This design comes from an exercise in tuning for small area and a short achievable clock period on the open sky130 flow, not from production work. Function was checked by simulation only, so behaviour that the tests miss may differ from the original.

==> 12-11 <==
==> flow/design.v (excerpt) <==
module conv_kernel(
  input         clk,
  input         rst_n,
  input         clear,
  input  [31:0] i_pixel,
  input  [31:0] i_weight,
  output [31:0] o_pixel
);
clock: 12.0 ns
lec_check: 0
cap_margin: 20
core_margin: 2
core_utilization: 40
setup_slack_margin: 5
slew_margin: 20
tns_end_percent: 5
run.sh (not shown) runs the stock make flow with config.mk's settings and CLKGATE_MAP_FILE= SYNTH_SCRIPT=/design/flow/synth_recipe.tcl, a recipe that flattens the netlist after the stock synthesis.
==> inputs of 01-18, as changes to 12-11 <==
--- a/flow/design.v
+++ b/flow/design.v
@@ -953,82 +953,59 @@
 wire t_s587 = t_s497 ^ t_c414 ^ t_c496;
 wire t_c588 = (t_s497 & t_c414) | (t_s497 & t_c496) | (t_c414 & t_c496);
 wire t_s589 = t_s499 ^ t_c498 ^ 1'b1;
 wire t_c590 = (t_s499 & t_c498) | (t_s499 & 1'b1) | (t_c498 & 1'b1);
 wire t_s591 = ps11 ^ ma[23] ^ t_c500;
 wire t_c592 = (ps11 & ma[23]) | (ps11 & t_c500) | (ma[23] & t_c500);
 wire [47:0] r1 = {t_s591, t_s589, t_s587, t_s585, t_s583, t_s581, t_s579, t_s577, t_s575, t_s573, t_s571, t_s569, t_s567, t_s565, t_s563, t_s561, t_s559, t_s557, t_s555, t_s553, t_s551, t_s549, t_s547, t_s545, t_s543, t_s541, t_s539, t_s537, t_s535, t_s533, t_s531, t_s529, t_s527, t_s525, t_s523, t_s521, t_s519, t_s517, t_s515, t_s513, t_s511, t_s509, t_s507, t_s505, t_s503, t_s501, pp0_1, pp0_0};
 wire [47:0] r2 = {t_c590, t_c588, t_c586, t_c584, t_c582, t_c580, t_c578, t_c576, t_c574, t_c572, t_c570, t_c568, t_c566, t_c564, t_c562, t_c560, t_c558, t_c556, t_c554, t_c552, t_c550, t_c548, t_c546, t_c544, t_c542, t_c540, t_c538, t_c536, t_c534, t_c532, t_c530, t_c528, t_c526, t_c524, t_c522, t_c520, t_c518, t_c516, t_c514, t_c512, t_c510, t_c508, t_c506, t_c504, t_c502, bd[3], 1'b0, bd[0]};
-wire [22:0] lo;
-pfx_add #(.N(22), .L(5)) u_lo (.a(r1[21:0]), .b(r2[21:0]), .ci(1'b0), .s(lo));
+wire [22:0] lo = {1'b0, r1[21:0]} + {1'b0, r2[21:0]};
 wire        c22 = lo[22];
 wire [25:0] w1_s = {(r1[47] ^ r2[47]), (r1[46] ^ r2[46]), (r1[45] ^ r2[45]), (r1[44] ^ r2[44]), (r1[43] ^ r2[43]), (r1[42] ^ r2[42]), (r1[41] ^ r2[41]), (r1[40] ^ r2[40]), (r1[39] ^ r2[39]), (r1[38] ^ r2[38]), (r1[37] ^ r2[37]), (r1[36] ^ r2[36]), (r1[35] ^ r2[35]), (r1[34] ^ r2[34]), (r1[33] ^ r2[33]), (r1[32] ^ r2[32]), (r1[31] ^ r2[31]), (r1[30] ^ r2[30]), (r1[29] ^ r2[29]), (r1[28] ^ r2[28]), (r1[27] ^ r2[27]), (r1[26] ^ r2[26]), (r1[25] ^ r2[25]), (r1[24] ^ r2[24]), (r1[23] ^ r2[23]), ~(r1[22] ^ r2[22])};
 wire [25:0] w1_c = {(r1[46] & r2[46]), (r1[45] & r2[45]), (r1[44] & r2[44]), (r1[43] & r2[43]), (r1[42] & r2[42]), (r1[41] & r2[41]), (r1[40] & r2[40]), (r1[39] & r2[39]), (r1[38] & r2[38]), (r1[37] & r2[37]), (r1[36] & r2[36]), (r1[35] & r2[35]), (r1[34] & r2[34]), (r1[33] & r2[33]), (r1[32] & r2[32]), (r1[31] & r2[31]), (r1[30] & r2[30]), (r1[29] & r2[29]), (r1[28] & r2[28]), (r1[27] & r2[27]), (r1[26] & r2[26]), (r1[25] & r2[25]), (r1[24] & r2[24]), (r1[23] & r2[23]), (r1[22] | r2[22]), 1'b0};
+wire [25:0] w1 = w1_s + w1_c;
+wire [25:0] w2_s = {(r1[47] ^ r2[47]), (r1[46] ^ r2[46]), (r1[45] ^ r2[45]), (r1[44] ^ r2[44]), (r1[43] ^ r2[43]), (r1[42] ^ r2[42]), (r1[41] ^ r2[41]), (r1[40] ^ r2[40]), (r1[39] ^ r2[39]), (r1[38] ^ r2[38]), (r1[37] ^ r2[37]), (r1[36] ^ r2[36]), (r1[35] ^ r2[35]), (r1[34] ^ r2[34]), (r1[33] ^ r2[33]), (r1[32] ^ r2[32]), (r1[31] ^ r2[31]), (r1[30] ^ r2[30]), (r1[29] ^ r2[29]), (r1[28] ^ r2[28]), (r1[27] ^ r2[27]), (r1[26] ^ r2[26]), (r1[25] ^ r2[25]), (r1[24] ^ r2[24]), ~(r1[23] ^ r2[23]), (r1[22] ^ r2[22])};
+wire [25:0] w2_c = {(r1[46] & r2[46]), (r1[45] & r2[45]), (r1[44] & r2[44]), (r1[43] & r2[43]), (r1[42] & r2[42]), (r1[41] & r2[41]), (r1[40] & r2[40]), (r1[39] & r2[39]), (r1[38] & r2[38]), (r1[37] & r2[37]), (r1[36] & r2[36]), (r1[35] & r2[35]), (r1[34] & r2[34]), (r1[33] & r2[33]), (r1[32] & r2[32]), (r1[31] & r2[31]), (r1[30] & r2[30]), (r1[29] & r2[29]), (r1[28] & r2[28]), (r1[27] & r2[27]), (r1[26] & r2[26]), (r1[25] & r2[25]), (r1[24] & r2[24]), (r1[23] | r2[23]), (r1[22] & r2[22]), 1'b0};
+wire [25:0] w2 = w2_s + w2_c;
 wire [25:0] w3_s = {(r1[47] ^ r2[47]), (r1[46] ^ r2[46]), (r1[45] ^ r2[45]), (r1[44] ^ r2[44]), (r1[43] ^ r2[43]), (r1[42] ^ r2[42]), (r1[41] ^ r2[41]), (r1[40] ^ r2[40]), (r1[39] ^ r2[39]), (r1[38] ^ r2[38]), (r1[37] ^ r2[37]), (r1[36] ^ r2[36]), (r1[35] ^ r2[35]), (r1[34] ^ r2[34]), (r1[33] ^ r2[33]), (r1[32] ^ r2[32]), (r1[31] ^ r2[31]), (r1[30] ^ r2[30]), (r1[29] ^ r2[29]), (r1[28] ^ r2[28]), (r1[27] ^ r2[27]), (r1[26] ^ r2[26]), (r1[25] ^ r2[25]), (r1[24] ^ r2[24]), ~(r1[23] ^ r2[23]), ~(r1[22] ^ r2[22])};
 wire [25:0] w3_c = {(r1[46] & r2[46]), (r1[45] & r2[45]), (r1[44] & r2[44]), (r1[43] & r2[43]), (r1[42] & r2[42]), (r1[41] & r2[41]), (r1[40] & r2[40]), (r1[39] & r2[39]), (r1[38] & r2[38]), (r1[37] & r2[37]), (r1[36] & r2[36]), (r1[35] & r2[35]), (r1[34] & r2[34]), (r1[33] & r2[33]), (r1[32] & r2[32]), (r1[31] & r2[31]), (r1[30] & r2[30]), (r1[29] & r2[29]), (r1[28] & r2[28]), (r1[27] & r2[27]), (r1[26] & r2[26]), (r1[25] & r2[25]), (r1[24] & r2[24]), (r1[23] | r2[23]), (r1[22] | r2[22]), 1'b0};
-wire [26:0] w1_x;
-wire [26:0] w2_x;
-cmp_add #(.N(26), .L(5)) u_w12 (.a(w1_s), .b(w1_c), .s0(w1_x), .s1(w2_x));
-wire [26:0] w3_x;
-pfx_add #(.N(26), .L(5)) u_w3 (.a(w3_s), .b(w3_c), .ci(1'b0), .s(w3_x));
-wire [25:0] w1 = w1_x[25:0];
-wire [25:0] w2 = w2_x[25:0];
-wire [25:0] w3 = w3_x[25:0];
+wire [25:0] w3 = w3_s + w3_c;
+wire [25:0] su = c22 ? w2 : w1;
+wire [25:0] sn = c22 ? w3 : w2;
 function [4:0] tz24;
   input [23:0] v;
   integer i;
   begin
     tz24 = 5'd23;
     for (i = 22; i >= 0; i = i - 1)
       if (v[i]) tz24 = i[4:0];
   end
 endfunction
 wire [5:0] tzp   = {1'b0, tz24(ma)} + {1'b0, tzb};
 wire       tie_u = (tzp == 6'd22);
 wire       tie_n = (tzp == 6'd23);
+wire        nrm = su[25];
 wire signed [10:0] e0  = $signed({3'b000, ea}) + $signed({3'b000, eb}) - 11'sd127;
 wire [7:0]         e0l = ea + eb + 8'd129;
 wire [7:0]         e1l = ea + eb + 8'd130;
 wire ovf_u = (e0 >= 11'sd255);
 wire ovf_n = (e0 >= 11'sd254);
 wire unf_u = (e0 <= 11'sd0);
 wire unf_n = (e0 <= -11'sd1);
 wire        spec_nan  = a_nan || b_nan || (a_inf && b_zero) || (b_inf && a_zero);
 wire        spec_inf  = a_inf || b_inf;
 wire        spec_zero = a_zero || b_zero;
 wire        spec      = spec_nan || spec_inf || spec_zero;
 wire [31:0] rspec     = spec_nan ? 32'h7FC00000 : spec_inf ? {s, 8'hFF, 23'd0} : {s, 31'd0};
-function [31:0] fin;
-  input        sp;
-  input        ov;
-  input        un;
-  input [7:0]  ef;
-  input [22:0] mf;
-  begin
-    if (sp)
-      fin = rspec;
-    else if (ov)
-      fin = {s, 8'hFF, 23'd0};
-    else if (un)
-      fin = {s, 31'd0};
-    else
-      fin = {s, ef, mf};
-  end
-endfunction
-wire [31:0] r_u1 = fin(spec, ovf_u, unf_u, e0l, {w1[23:2], w1[1] & ~tie_u});
-wire [31:0] r_n2 = fin(spec, ovf_n, unf_n, e1l, {w2[24:3], w2[2] & ~tie_n});
-wire [31:0] r_u2 = fin(spec, ovf_u, unf_u, e0l, {w2[23:2], w2[1] & ~tie_u});
-wire [31:0] r_n3 = fin(spec, ovf_n, unf_n, e1l, {w3[24:3], w3[2] & ~tie_n});
-wire sel_u1 = ~c22 & ~w1[25];
-wire sel_n2 = ~c22 &  w1[25];
-wire sel_u2 =  c22 & ~w2[25];
-wire sel_n3 =  c22 &  w2[25];
-assign r = ({32{sel_u1}} & r_u1) | ({32{sel_n2}} & r_n2)
-         | ({32{sel_u2}} & r_u2) | ({32{sel_n3}} & r_n3);
+wire [22:0] mu = {su[23:2], su[1] & ~tie_u};
+wire [22:0] mn = {sn[24:3], sn[2] & ~tie_n};
+wire [31:0] ru = spec ? rspec : ovf_u ? {s, 8'hFF, 23'd0} : unf_u ? {s, 31'd0} : {s, e0l, mu};
+wire [31:0] rn = spec ? rspec : ovf_n ? {s, 8'hFF, 23'd0} : unf_n ? {s, 31'd0} : {s, e1l, mn};
+assign r = nrm ? rn : ru;
 endmodule
 module floating_adder (
   input  [31:0] a,
   input  [31:0] b,
   output [31:0] r
 );
 wire        sa = a[31];
 wire        sb = b[31];
@@ -1059,36 +1036,33 @@
   begin
     tz24 = 5'd23;
     for (i = 22; i >= 0; i = i - 1)
       if (v[i]) tz24 = i[4:0];
   end
 endfunction
 wire [4:0] tza = tz24(ma);
 wire [4:0] tzb = tz24(mb);
-wire [26:0] a27x  = {ma, 3'b000} ^ {27{sub}};
-wire [26:0] b27x  = {mb, 3'b000} ^ {27{sub}};
+wire [26:0] a27   = {ma, 3'b000};
+wire [26:0] b27   = {mb, 3'b000};
 wire        bigab = (dab[7:0] >= 8'd27);
 wire        bigba = (dba[7:0] >= 8'd27);
-wire [53:0] b_shw = {{27{sub}}, b27x} >> dab[4:0];
-wire [53:0] a_shw = {{27{sub}}, a27x} >> dba[4:0];
-wire [26:0] b_shx = bigab ? {27{sub}} : b_shw[26:0];
-wire [26:0] a_shx = bigba ? {27{sub}} : a_shw[26:0];
+wire [26:0] b_sh  = bigab ? 27'd0 : (b27 >> dab[4:0]);
+wire [26:0] a_sh  = bigba ? 27'd0 : (a27 >> dba[4:0]);
 wire        stb   = (dab[7:0] > ({3'd0, tzb} + 8'd2));
 wire        sta   = (dba[7:0] > ({3'd0, tza} + 8'd2));
-wire [26:0] y_x   = a_ge ? b_shx : a_shx;
-wire        st_y  = a_ge ? stb : sta;
-wire [23:0] zh = y_x[26:3];
-wire [2:0]  yl = {y_x[2:1] ^ {2{sub}}, (y_x[0] ^ sub) | st_y};
+wire [26:0] y_al  = a_ge ? {b_sh[26:1], b_sh[0] | stb} : {a_sh[26:1], a_sh[0] | sta};
+wire [23:0] zh = sub ? ~y_al[26:3] : y_al[26:3];
+wire [2:0]  yl = y_al[2:0];
 wire [3:0]  lo = sub ? ({1'b0, ~yl} + 4'd1) : {1'b0, yl};
 wire [2:0]  tl = lo[2:0];
 wire        c3 = lo[3];
-wire [24:0] h0;
-wire [24:0] h1;
-ks_cmp_add #(.N(24), .L(5)) u_h (.a(mx), .b(zh), .s0(h0), .s1(h1));
+wire [24:0] h0 = {1'b0, mx} + {1'b0, zh};
+wire [25:0] h1w = {1'b0, mx, 1'b1} + {1'b0, zh, 1'b1};
+wire [24:0] h1  = h1w[25:1];
 wire [24:0] h  = c3 ? h1 : h0;
 wire caseR = ~sub & h0[24];
 wire caseL = sub & ~h[23];
 wire caseN = ~caseR & ~caseL;
 wire        rR   = h0[0] & ((|tl) | h0[1]);
 wire [22:0] fR   = rR ? h1[23:1] : h0[23:1];
 wire        rN   = tl[2] & (tl[1] | tl[0] | h0[0]);
 wire [22:0] fN   = (rN | c3) ? h1[22:0] : h0[22:0];
@@ -1111,24 +1085,23 @@
                  | ({31{caseL & ~oL}}         & pL0)
                  | ({31{caseL &  oL}}         & pL1);
 wire [31:0] rfar = {sx, pfar};
 wire        e_eq = (ea == eb);
 wire        e_a1 = (dab == 9'd1);
 wire        e_b1 = (dba == 9'd1);
 wire [25:0] cab  = {1'b0, ma, 1'b0} - {2'b00, mb};
 wire [25:0] cba  = {1'b0, mb, 1'b0} - {2'b00, ma};
-wire [24:0] dq0;
-wire [24:0] dq1;
-cmp_add #(.N(24), .L(5)) u_d (.a(ma), .b(~mb), .s0(dq0), .s1(dq1));
-wire        eneg = ~dq1[24];
+wire [25:0] cea  = {1'b0, ma, 1'b0} - {1'b0, mb, 1'b0};
+wire [25:0] ceb  = {1'b0, mb, 1'b0} - {1'b0, ma, 1'b0};
+wire        eneg = cea[25];
 wire d0   = ~(ea[0] ^ eb[0]);
 wire a_gt = (ea > eb);
 wire [24:0] c1 = a_gt ? cab[24:0] : cba[24:0];
-wire [24:0] c0 = eneg ? {~dq0[23:0], 1'b0} : {dq1[23:0], 1'b0};
+wire [24:0] c0 = eneg ? ceb[24:0] : cea[24:0];
 wire [24:0] c  = d0 ? c0 : c1;
 wire        cs = d0 ? (eneg ? sb : sa) : (a_gt ? sa : sb);
 wire [31:0] cz = {c, 7'h7F};
 reg  [15:0] v1;  reg [15:0] l1;
 reg  [7:0]  v2;  reg [15:0] l2;
 reg  [3:0]  v3;  reg [11:0] l3;
 reg  [1:0]  v4;  reg [7:0]  l4;
 reg  [4:0]  clz;
@@ -1185,105 +1158,16 @@
     res = b;
   else if (use_close)
     res = rclose;
   else
     res = rfar;
 end
 assign r = res;
 endmodule
-module pfx_add #(parameter N = 26, parameter L = 5) (
-  input  [N-1:0] a,
-  input  [N-1:0] b,
-  input          ci,
-  output [N:0]   s
-);
-wire [N-1:0] p0 = a ^ b;
-wire [N-1:0] g0 = (a & b) | {{(N-1){1'b0}}, p0[0] & ci};
-wire [N-1:0] gl [0:L];
-wire [N-1:0] pl [0:L];
-assign gl[0] = g0;
-assign pl[0] = p0;
-genvar l, i;
-generate
-  for (l = 0; l < L; l = l + 1) begin : lev
-    for (i = 0; i < N; i = i + 1) begin : bit_
-      if ((i >> l) & 1) begin : comb
-        localparam integer J = ((i >> l) << l) - 1;
-        assign gl[l+1][i] = gl[l][i] | (pl[l][i] & gl[l][J]);
-        assign pl[l+1][i] = pl[l][i] & pl[l][J];
-      end else begin : pass
-        assign gl[l+1][i] = gl[l][i];
-        assign pl[l+1][i] = pl[l][i];
-      end
-    end
-  end
-endgenerate
-wire [N:0] cy = {gl[L], ci};
-assign s = {cy[N], p0 ^ cy[N-1:0]};
-endmodule
-module cmp_add #(parameter N = 25, parameter L = 5) (
-  input  [N-1:0] a,
-  input  [N-1:0] b,
-  output [N:0]   s0,
-  output [N:0]   s1
-);
-wire [N-1:0] gl [0:L];
-wire [N-1:0] pl [0:L];
-assign gl[0] = a & b;
-assign pl[0] = a ^ b;
-genvar l, i;
-generate
-  for (l = 0; l < L; l = l + 1) begin : lev
-    for (i = 0; i < N; i = i + 1) begin : bit_
-      if ((i >> l) & 1) begin : comb
-        localparam integer J = ((i >> l) << l) - 1;
-        assign gl[l+1][i] = gl[l][i] | (pl[l][i] & gl[l][J]);
-        assign pl[l+1][i] = pl[l][i] & pl[l][J];
-      end else begin : pass
-        assign gl[l+1][i] = gl[l][i];
-        assign pl[l+1][i] = pl[l][i];
-      end
-    end
-  end
-endgenerate
-wire [N:0] c0 = {gl[L], 1'b0};
-wire [N:0] c1 = {gl[L] | pl[L], 1'b1};
-assign s0 = {c0[N], pl[0] ^ c0[N-1:0]};
-assign s1 = {c1[N], pl[0] ^ c1[N-1:0]};
-endmodule
-module ks_cmp_add #(parameter N = 24, parameter L = 5) (
-  input  [N-1:0] a,
-  input  [N-1:0] b,
-  output [N:0]   s0,
-  output [N:0]   s1
-);
-wire [N-1:0] gl [0:L];
-wire [N-1:0] pl [0:L];
-assign gl[0] = a & b;
-assign pl[0] = a ^ b;
-genvar l, i;
-generate
-  for (l = 0; l < L; l = l + 1) begin : lev
-    for (i = 0; i < N; i = i + 1) begin : bit_
-      if (i >= (1 << l)) begin : comb
-        assign gl[l+1][i] = gl[l][i] | (pl[l][i] & gl[l][i - (1 << l)]);
-        assign pl[l+1][i] = pl[l][i] & pl[l][i - (1 << l)];
-      end else begin : pass
-        assign gl[l+1][i] = gl[l][i];
-        assign pl[l+1][i] = pl[l][i];
-      end
-    end
-  end
-endgenerate
-wire [N:0] c0 = {gl[L], 1'b0};
-wire [N:0] c1 = {gl[L] | pl[L], 1'b1};
-assign s0 = {c0[N], pl[0] ^ c0[N-1:0]};
-assign s1 = {c1[N], pl[0] ^ c1[N-1:0]};
-endmodule
 module conv_kernel(
   input         clk,
   input         rst_n,
   input         clear,
   input  [31:0] i_pixel,
   input  [31:0] i_weight,
   output [31:0] o_pixel
 );
==> qor summary <==
Outcome: 12-11 timing/DRC/antenna clean; 01-18 timing/DRC/antenna clean
Wire length of the first global-routing pass: 12-11 247 mm; 01-18 252 mm
Total routed wirelength: 12-11 170 mm; 01-18 172 mm
Area share of the largest cell type after synthesis: 12-11 0.142; 01-18 0.138
Routed length per instance: 12-11 26.8 um; 01-18 27.7 um
First DRT Iteration DRCs: 12-11 4736; 01-18 5055
Final core area utilization: 12-11 0.489; 01-18 0.463
Synth-to-Final Area Change: 12-11 21.4%; 01-18 15.2%
Clock buffer and inverter area fraction after layout: 12-11 0.0132; 01-18 0.0136
Routed via count divided by cell count: 12-11 6.46; 01-18 6.51
Fraction of met1 tracks used by global routing: 12-11 0.404; 01-18 0.434
Detailed placement HPWL: 12-11 118 mm; 01-18 127 mm
R2r startpoint: 12-11 mult_b_bd[16]$_DFF_P_; 01-18 add_a[23]$_SDFF_PN0_
Ratio of cells with drive above 1 in the final layout: 12-11 0.183; 01-18 0.149
Mean Syn Cell Area: 12-11 7.75 um2; 01-18 7.75 um2
Post-CTS Setup Bufs: 12-11 98; 01-18 51
Worst Slack Setup Final: 12-11 4.92 ns; 01-18 5.10 ns

-- re-timing with driven ports --
Ports are ideal in the flow. The routed layouts listed here were re-timed in OpenROAD. Step 1 sets driving cells, clkbuf_16 on the clock port and buf_2 on the other inputs (assumed; they add their load-dependent delay and slew). Step 2, shift: input delay + t, output delay - t, t = (earliest + latest rising clock arrival at the registers) / 2. This alone moves slack from input paths to output paths. Slacks: no drivers / after step 1 / after step 2; pairs: no drivers / after step 1.
run | t (ns) | slack for setup (ns) | clock arrival spread, ns | cell pins on the clock port's net
12-11 | 0.570 | 4.915 / 4.915 / 4.915 | 0.042 / 0.043 | 1
01-18 | 0.550 | 5.102 / 5.102 / 5.102 | 0.019 / 0.018 | 1
After both steps every run listed still meets setup and hold.
